What follows belongs to an exercise in optimizing a design on an open flow for small area and a short achievable clock period; a production flow would make more cautious choices.
Only simulation tests tie the RTL to the original design; equivalence was not proved.
Power is estimated from default activity; no workload was simulated.

## flow/design.v (module list and top-level ports; edited modules follow where they fit)
// module mul: 2275 lines
// module mul_pg: 4 lines
// module mul_g: 3 lines
// module mul_fa: 4 lines
module mul(clk,reset,opcode,go,
	   src_A,
	   src_B,
	   src_hilo,
	   rob_ptr_in,
	   gpr_prf_ptr_in,
	   hilo_prf_ptr_in,
	   y,complete,
	   rob_ptr_out,
	   gpr_prf_ptr_val_out,
	   gpr_prf_ptr_out,
	   hilo_prf_ptr_val_out,
	   hilo_prf_ptr_out);
  // ...
==> flow/flow/run.sh <==
#!/bin/bash
set -euo pipefail
bash standard.sh SETUP_SLACK_MARGIN=6.85 "BUFFER_PORTS_ARGS=-buffer_cell sky130_fd_sc_hd__buf_1" finish > make_finish.log 2>&1
==> flow/standard.sh <==
#!/bin/bash
# synth_recipe.tcl (not shown) runs the flow's synth.tcl, then flattens the netlist and writes it again
# the make line also repeats each setting of config.mk as NAME=value (left out here)
make -C /OpenROAD-flow-scripts/flow DESIGN_CONFIG=/design/flow/config.mk WORK_HOME=/design/flow/orfs CLKGATE_MAP_FILE= SYNTH_SCRIPT=/design/flow/synth_recipe.tcl "${@:-finish}"
==> flow/config.mk <==
export PLATFORM = sky130hd
export DESIGN_NAME = mul
export DESIGN_NICKNAME = mul
export VERILOG_FILES = /design/flow/design.v
export SDC_FILE = /design/flow/constraint.sdc
export NUM_CORES = 4
export LEC_CHECK = 0
export CAP_MARGIN = 20
export CORE_MARGIN = 2
export CORE_UTILIZATION = 50
export CTS_BUF_LIST = sky130_fd_sc_hd__clkbuf_8
export PLACE_DENSITY = 0.75
export SLEW_MARGIN = 20
export SYNTH_HIERARCHICAL = 1
export SYNTH_MINIMUM_KEEP_SIZE = 0
==> flow/constraint.sdc <==
create_clock -name core_clock -period 10.5 [get_ports {clk}]
set_input_delay 2.1000 -clock core_clock [delete_from_list [all_inputs] [get_ports {clk}]]
set_output_delay 2.1000 -clock core_clock [all_outputs]
set_load 0.01 [all_outputs]
==> out/metrics.cfg, run 1 <==
[setup_path]
r2r-start=r0_a[24]
rrSetupSlack_ns=6.85
startpoint_type=flip-flop

[finish]
dominant-cell-class=multi-input gates
reg_top3=r1_t (177), r0_h (64), r2_y (64)
fill_cells=5997
nMultiInputCombCells=2328
area_delta_synth_final_pct=10.00

[synth]
synth-compound-area-share_pct=15.25
synth_fa_ha_area_share_pct=34.59
synth_common_cells=xnor2_1 (531), fa_1 (529), a22oi_1 (512), dfxtp_1 (433), clkbuf_1 (215)
synth.top_cell.area_share_pct=29.89
syn_inst=3150
async_flop_share_pct=0

[floorplan]
num_io_pins=232
dieArea_um2=73010
die_x_um=270.2

[clocking]
cts_sinks=433
clkLatencyLatePin_ns=0.73
cts_tree=done

[global_routing]
grt-busiest-layer=met2
grt_max_degree=68
use_met2_pct=43.46
track_usage_pct=28.60

[pwr]
ir_drop_uv=315.3

[routing]
dr.pass1.iters=9
ant_nets=0
wl_per_cell_um=25.62

[placement]
hpwl_um=65580
place.gp.congestion=0.8753

[run_status]
status=complete, no violations

==> run 2: changes to the inputs <==
--- a/flow/config.mk
+++ b/flow/config.mk
@@ -10,3 +10,4 @@
 export CORE_UTILIZATION = 50
-export CTS_BUF_LIST = sky130_fd_sc_hd__clkbuf_8
+export CTS_CLUSTER_DIAMETER = 120
+export CTS_CLUSTER_SIZE = 28
 export PLACE_DENSITY = 0.75
==> out/metrics.cfg, run 2 <==
[routing]
route.vias.total=25736  ; was 26279
dr.pass1.iters=9  ; unchanged
drc=0  ; unchanged
ant_nets=0  ; unchanged
drt_iter0_drc=3509  ; was 3767
vias_per_cell=6.300  ; was 6.263
wl_per_cell_um=25.87  ; was 25.62 µm
wl_um=105700  ; was 107500 µm

[worst_hold_path]
min_path_cells=0  ; unchanged
hold_class=reg -> reg  ; unchanged

[pwr]
pwr-share-seq_pct=21.2  ; was 20.0%
switchingPower_uw=5606  ; was 5798 µW
leakagePower_uw=0.01526  ; was 0.01590 µW
p_int_uw=6775  ; was 7368 µW
ir_drop_uv=319.5  ; was 315.3 µV
p_clk_share_pct=8.0  ; was 13.2%
p_sw_share_pct=45.28  ; was 44.04%
power.density_nw_per_um2=326.9  ; was 337.8 nW/µm²
p_comb_share_pct=70.7  ; was 66.8%

[finish]
area_delta_synth_final_pct=6.883  ; was 10.00%
nets=3952  ; was 4011
reg_top3=r1_t (177), r0_h (64), r2_y (64)  ; unchanged
top_register=r1_t  ; unchanged
layout_commonest_cell=xnor2_1  ; unchanged
fin_area_um2=37870  ; was 38980 µm²
drive_gt1_share_pct=5.407  ; was 8.021%
final_cell_mix=xnor2_1 (531), fa_1 (529), a22oi_1 (512)  ; unchanged
largest_register_ffs=177  ; unchanged
final_cells=4085  ; was 4196

[sta]
hold_viol_final=0  ; unchanged
tightestPinTransition_ns=0.8281  ; was 0.8334 ns
finalMaxSlewViolations=0  ; unchanged
worst_hold_slack_ns=0.3341  ; was 0.3193 ns
setup_tns_ns=0  ; unchanged
max_freq_mhz=273.1  ; was 274.1 MHz
slew_headroom_pct=44.79  ; was 44.44%
fin_skew_ns=0.02377  ; was 0.05436 ns
period_needed_ns=3.661  ; was 3.648 ns
period_share_pct=34.87  ; was 34.74%
rsz0062_at_grt=yes  ; unchanged
finalSetupViolCount=0  ; unchanged

[setup_path]
crit_required_ns=10.97  ; was 11.06 ns
path_max_fanout=35  ; was 33
max_stage_delay_ns=0.60  ; was 0.54 ns
critical_path_class=reg -> reg  ; unchanged
worst_ep_arrival_time_ns=4.13  ; was 4.21 ns
startpoint_type=flip-flop  ; unchanged
crit_slowest_cell=buf_4  ; was fa_1
crit_top_cell=fa_1  ; unchanged
cp-end-kind=flip-flop  ; unchanged
r2r_cells=6  ; was 8
cp_cell_sequence=buf_4, fa_1, fa_1, fa_1, fa_1, fa_1  ; was buf_6, a22oi_1, xnor2_1, fa_1, fa_1, fa_1, fa_1, fa_1

[synth]
netlist_area_um2=35430  ; unchanged
yosysMostFrequentCell=xnor2_1  ; unchanged
synth_edf_count=0  ; unchanged
yosysWarnings=7  ; unchanged
syn_avg_cell_area_um2=11.25  ; unchanged
ys_seq_elements=433  ; unchanged
seq_area_frac_synth_pct=24.47  ; unchanged
netlist-cell-type-count=29  ; unchanged
yosys-top-cells-area=fa_1 (30%), dfxtp_1 (24%), xnor2_1 (13%)  ; unchanged
synthFlopType=dfxtp_1  ; unchanged
async_flop_share_pct=0  ; unchanged
synth_top_area_cell=fa_1  ; unchanged
synth_common_cells=xnor2_1 (531), fa_1 (529), a22oi_1 (512), dfxtp_1 (433), clkbuf_1 (215)  ; unchanged
synth.top_cell.area_share_pct=29.89  ; unchanged
syn-num-nets=3964  ; unchanged
syn_inst=3150  ; unchanged

[global_routing]
track_usage_pct=27.95  ; was 28.60%
grt_pass1_wl_um=159200  ; was 161500 µm
grt_pass1_vias=27266  ; was 27932
use_met2_pct=43.15  ; was 43.46%
antenna_found_initial=1  ; unchanged
grt_max_degree=68  ; unchanged
grt-busiest-layer=met2  ; unchanged
use_met1_pct=35.62  ; was 35.66%
grt_use_met3_pct=9.851  ; was 10.97%
grt_overflow_total=0  ; unchanged

[run_status]
status=complete, no violations  ; unchanged

[clocking]
cts_tree=done  ; unchanged
clkLatencyLatePin_ns=0.59  ; was 0.73 ns
cts_buffers=21  ; was 79
clkTransAtPathRegs_ns=0.11  ; was 0.06 ns
cts_root_buf=clkbuf_16  ; was clkbuf_8
cts_htree_levels=1  ; was 3
cts_sinks=433  ; unchanged
cts_buffer_depth=3  ; unchanged
cts-hold-fix-buffers=0  ; unchanged

[floorplan]
dieArea_um2=73010  ; unchanged
die_x_um=270.2  ; unchanged
start_util_pct=50.51  ; unchanged
num_io_pins=232  ; unchanged
core.rowCount=97  ; unchanged
die_h_um=270.2  ; unchanged
core_um2=70150  ; unchanged

[placement]
hpwl_um=65580  ; unchanged
place.gp.congestion=0.8753  ; unchanged
io_buffers=231  ; unchanged
dpl_cell_area_um2=36550  ; unchanged
dp_cells=4038  ; unchanged

[run]
maxCapViolCount=0  ; unchanged

[run 2: cell types whose count changed in the layout (fill, tap and decap cells not counted), sizes merged]
cell	previous run	this run
clkbuf	110	31
buf	302	304
clkinv	11	1
clkinvlp	4	1
inv	60	45
diode	2	1
bufinv	6	1
[run 2: power by group through the flow]
stage / clock (µW) / combinational [µW] / sequential (µW)
after floorplan: 0 / 6160 / 2630
after global placement: 0 / 8350 / 2680
after detailed placement: 0 / 8590 / 2690
after CTS: 1030 / 8640 / 2650
after global routing: 1080 / 9770 / 2680
final: 996 / 8760 / 2630
[run 2: logic make-up (layout without fill, tap and decap cells)]
group           Yosys count  count (layout)  share of synthesized area, %
compound gates          730             730                         15.25
fa+ha+maj               662             662                         34.59
xor+xnor                640             640                         15.82
flops                   433             433                         24.46
buf+inv                 389             383                         4.658
simple gates            296             296                         5.219
other cells               0               1                             0
[run 2: area by class of cell]
cell class              count  area (µm²)
inverters                  41       153.9
multi-input cells        2328       25130
clock buffers              22       539.3
repair buffers            313        1957
diodes                      1       2.502
clock inverters             7       115.1
fillers                  6142       32280
well taps                 940        1176
flip-flops and latches    433        8795
[run 2: per-stage QoR]
stage	setup slack, ns	total power [µW]	util (%)
after global placement	6.361	11030	52.10
final	6.839	12380	53.98
after CTS	6.835	12320	53.17
after floorplan	7.042	8791	-
after global routing	6.776	13540	53.98
after detailed placement	6.301	11280	52.10
[run 2: worst paths after layout]
path / startpoint / slack [ns] / endpoint
worst max-delay path: r0_neg[15] / 6.84 / r1_t[96]
worst min-delay path: r0_gpr[1] / 0.33 / r1_gpr[1]
worst max register to register: r0_neg[15] / 6.84 / r1_t[96]
worst min register to register: r0_gpr[1] / 0.33 / r1_gpr[1]
[run 2: metal layers]
layer | vias to the layer above | part of all wire [%]
met5 | - | 0.046
met2 | 2070 | 44
met3 | 449 | 14
met1 | 12613 | 36
met4 | 4 | 5.4
li1 | 10600 | -
[run 2: critical path, delay by kind of cell, from the launching register on]
| family | cells | cell delay, ns |
|---|---|---|
| fa+ha+maj | 5 | 2.61 |
| buf+inv | 1 | 0.60 |
| flops | 1 | 0.33 |
[run 2: per-module statistics from Yosys (local to each module, per instance)]
module | flip-flops and latches | copies in the design
mul_g | 0 | 62
mul_pg | 0 | 124
mul | 433 | 1
mul_fa | 0 | 529
[run 2: what timing repair did]
| item | 4_1_cts | 5_1_grt |
|---|---|---|
| pin swaps | 0 | 0 |
| setup endpoints to repair | 38 | 51 |
| setup buffers | 0 | 17 |
| gates resized for setup | 33 | 72 |
==> run 3: changes to the inputs <==
--- a/flow/config.mk
+++ b/flow/config.mk
@@ -10,4 +10,4 @@
 export CORE_UTILIZATION = 50
-export CTS_CLUSTER_DIAMETER = 120
-export CTS_CLUSTER_SIZE = 28
+export CTS_CLUSTER_DIAMETER = 100
+export CTS_CLUSTER_SIZE = 20
 export PLACE_DENSITY = 0.75
==> out/metrics.cfg, run 3 <==
[global_routing]
grt_max_degree=68  ; unchanged
track_usage_pct=28.06  ; was 27.95%
grt_overflow_total=0  ; unchanged
grt_pass1_vias=27421  ; was 27266
antenna_found_initial=0  ; was 1
grt_pass1_wl_um=159800  ; was 159200 µm

[worst_hold_path]
min_to=r1_gpr[5]  ; was r1_gpr[1]
hold_class=reg -> reg  ; unchanged
worstHoldStart=r0_gpr[5]  ; was r0_gpr[1]
min_path_cells=0  ; unchanged

[floorplan]
core_um2=70150  ; unchanged
start_util_pct=50.51  ; unchanged
num_io_pins=232  ; unchanged
die_h_um=270.2  ; unchanged
die_x_um=270.2  ; unchanged
core.rowCount=97  ; unchanged
dieArea_um2=73010  ; unchanged

[finish]
reg_top3=r1_t (177), r0_h (64), r2_y (64)  ; unchanged
fill_cells=6121  ; was 6142
fin_area_um2=38060  ; was 37870 µm²
layout_commonest_cell=xnor2_1  ; unchanged
largest_register_ffs=177  ; unchanged
nets=3960  ; was 3952
diodes=0  ; was 1
area_delta_synth_final_pct=7.405  ; was 6.883%
top_register=r1_t  ; unchanged
final_cell_mix=xnor2_1 (531), fa_1 (529), a22oi_1 (512)  ; unchanged
drive_gt1_share_pct=5.737  ; was 5.407%

[sta]
fin_skew_ns=0.01368  ; was 0.02377 ns
tightestPinTransition_ns=0.8303  ; was 0.8281 ns
period_share_pct=34.57  ; was 34.87%
hold_viol_final=0  ; unchanged
max_freq_mhz=275.5  ; was 273.1 MHz
finalSetupViolCount=0  ; unchanged
slew_headroom_pct=44.65  ; was 44.79%
setup_tns_ns=0  ; unchanged
rsz0062_at_grt=yes  ; unchanged
finalMaxSlewViolations=0  ; unchanged
period_needed_ns=3.630  ; was 3.661 ns

[setup_path]
crit_family=adder cells  ; unchanged
cp-end-kind=flip-flop  ; unchanged
rrSetupSlack_ns=6.87  ; was 6.84 ns
worst_ep_arrival_time_ns=4.13  ; about the same
crit_start=r0_neg[15]  ; unchanged
path_max_fanout=35  ; unchanged
cp_num_buf_inv=1  ; unchanged
r2r-start=r0_neg[15]  ; unchanged
crit_slowest_cell=buf_4  ; unchanged
r2r_end=r1_t[96]  ; unchanged
crit_top_cell=fa_1  ; unchanged
cp_cell_sequence=buf_4, fa_1, fa_1, fa_1, fa_1, fa_1  ; unchanged
max_stage_delay_ns=0.59  ; was 0.60 ns
crit_required_ns=11.00  ; was 10.97 ns
startpoint_type=flip-flop  ; unchanged
r2r_cells=6  ; unchanged
critical_path_class=reg -> reg  ; unchanged

[placement]
hpwl_um=65580  ; unchanged
place.gp.congestion=0.8753  ; unchanged
io_buffers=231  ; unchanged
dpl_cell_area_um2=36550  ; unchanged

[synth]
netlist-cell-type-count=29  ; unchanged
async_flop_share_pct=0  ; unchanged
synth_top_area_cell=fa_1  ; unchanged
seq_area_frac_synth_pct=24.47  ; unchanged
syn_inst=3150  ; unchanged
synthFlopType=dfxtp_1  ; unchanged
synth_edf_count=0  ; unchanged
syn_avg_cell_area_um2=11.25  ; unchanged
yosysWarnings=7  ; unchanged
ys_seq_elements=433  ; unchanged
yosysMostFrequentCell=xnor2_1  ; unchanged
netlist_area_um2=35430  ; unchanged
yosys-top-cells-area=fa_1 (30%), dfxtp_1 (24%), xnor2_1 (13%)  ; unchanged
syn-num-nets=3964  ; unchanged
synth.top_cell.area_share_pct=29.89  ; unchanged
synth_common_cells=xnor2_1 (531), fa_1 (529), a22oi_1 (512), dfxtp_1 (433), clkbuf_1 (215)  ; unchanged

[routing]
vias_per_cell=6.307  ; was 6.300
dr.pass1.iters=8  ; was 9
dr_wl_met3_um=15150  ; was 15120 µm
m1WireLength_um=38740  ; was 38370 µm
highest_layer=met5  ; unchanged
ant_nets=0  ; unchanged
wl_um=106300  ; was 105700 µm
wl_met2_um=46710  ; was 46460 µm
drt_iter0_drc=3666  ; was 3509
route.vias.total=25829  ; was 25736
wl_per_cell_um=25.95  ; was 25.87 µm
drc=0  ; unchanged

[clocking]
cts_sinks=433  ; unchanged
clkTransAtPathRegs_ns=0.08  ; was 0.11 ns
cts_buffers=29  ; was 21
cts_tree=done  ; unchanged
cts-hold-fix-buffers=0  ; unchanged
clkLatencyLatePin_ns=0.62  ; was 0.59 ns
cts_htree_levels=1  ; unchanged
cts_root_buf=clkbuf_16  ; unchanged
cts_buffer_depth=3  ; unchanged

[pwr]
leakagePower_uw=0.01534  ; was 0.01526 µW
power.density_nw_per_um2=329.2  ; was 326.9 nW/µm²
ir_drop_uv=318.5  ; was 319.5 µV

[run]
maxCapViolCount=0  ; unchanged

[run_status]
status=complete, no violations  ; unchanged

[run 3: cell counts after synthesis]
Identical to the previous run, type by type.
[run 3: Yosys stat by module, one instance, submodules excluded]
module	cells inside	area, µm²	copies in the design
mul	2311	22670	1
mul_fa	1	20.02	529
mul_g	1	7.507	62
mul_pg	2	13.76	124
[run 3: worst max path at each step]
| stage | depth (start not counted) | slack [ns] | end |
|---|---|---|---|
| floorplan | 9 | 7.04 | r1_t[108] |
| global placement | 5 | 6.36 | r0_neg[3] |
| detailed placement | 5 | 6.30 | r0_neg[14] |
| CTS | 8 | 6.83 | r1_t[96] |
| global route | 8 | 6.81 | r1_t[96] |
| finish | 6 | 6.87 | r1_t[96] |
[run 3: stage by stage]
stage               instances  hold slack, ns  utilization, %  worst slack [ns]  total power, µW
global route             4095          0.3365           54.25             6.813            13680
detailed placement       4038          0.3132           52.10             6.301            11280
floorplan                3150          0.3096               -             7.042             8791
CTS                      4078          0.3320           53.43             6.832            12460
finish                   4095          0.3295           54.25             6.870            12530
global placement         4038          0.3096           52.10             6.361            11030
[run 3: timing repair]
action / CTS / global route
setup buffers: 0 / 17
setup endpoints to repair: 37 / 50
resized for setup: 29 / 79
[run 3: cell type report]
| type | instances | area, µm² | area share (%) |
|---|---|---|---|
| sequential | 433 | 8795 | 23.11 |
| clock inverter | 11 | 126.4 | 0.3321 |
| inverter | 41 | 153.9 | 0.4044 |
| tap | 940 | 1176 | 3.091 |
| clock buffer | 29 | 725.7 | 1.907 |
| timing repair buffer | 313 | 1947 | 5.116 |
| multi-input combinational | 2328 | 25130 | 66.04 |
[run 3: kinds of logic (layout without fill, tap and decap cells)]
| kind of cell | after synthesis | after routing | synth area share, % |
|---|---|---|---|
| compound gates | 730 | 730 | 15.25 |
| xor+xnor | 640 | 640 | 15.82 |
| fa+ha+maj | 662 | 662 | 34.59 |
| buf+inv | 389 | 394 | 4.658 |
| flops | 433 | 433 | 24.46 |
| simple gates | 296 | 296 | 5.219 |
[run 3: power by group]
| part | internal, µW | switching, µW |
|---|---|---|
| Combinational | 4010 | 4750 |
| Sequential | 2350 | 279 |
| Clock | 511 | 617 |
[run 3: layer usage]
layer / up-vias / global-route usage, %
li1: 10611 / -
met1: 12630 / 35.64
met2: 2123 / 43.11
met3: 461 / 10.01
met4: 4 / 12.24
met5: - / 0.7895

afterwards: timing with drivers on the ports:
No port has a modelled driver above. Below, the same layouts with a new extraction and two added sets of constraints.
Step 1 sets driving cells, clkbuf_16 on the clock port and buf_2 on the other inputs (assumed; they add their load-dependent delay and slew).
Step 2 moves the port delays by t, midway between the first and last clock arrival at a register: inputs arrive t later, outputs are due t later. That takes back most of the time a late clock gives input paths.
Slacks: no drivers / after step 1 / after step 2; pairs: no drivers / after step 1.
run	t, ns	setup WS [ns]	worst register clock-pin slew, ns
run 1	0.756	6.852 / 6.852 / 6.549	0.08 / 0.08
run 2	0.643	6.839 / 6.839 / 6.595	0.11 / 0.11
run 3	0.675	6.870 / 6.870 / 6.596	0.09 / 0.09
After both steps every run listed still meets setup and hold. For run 1, which loses most, drivers alone change the setup slack by 0.000 ns; drivers and shift together by -0.303 ns.
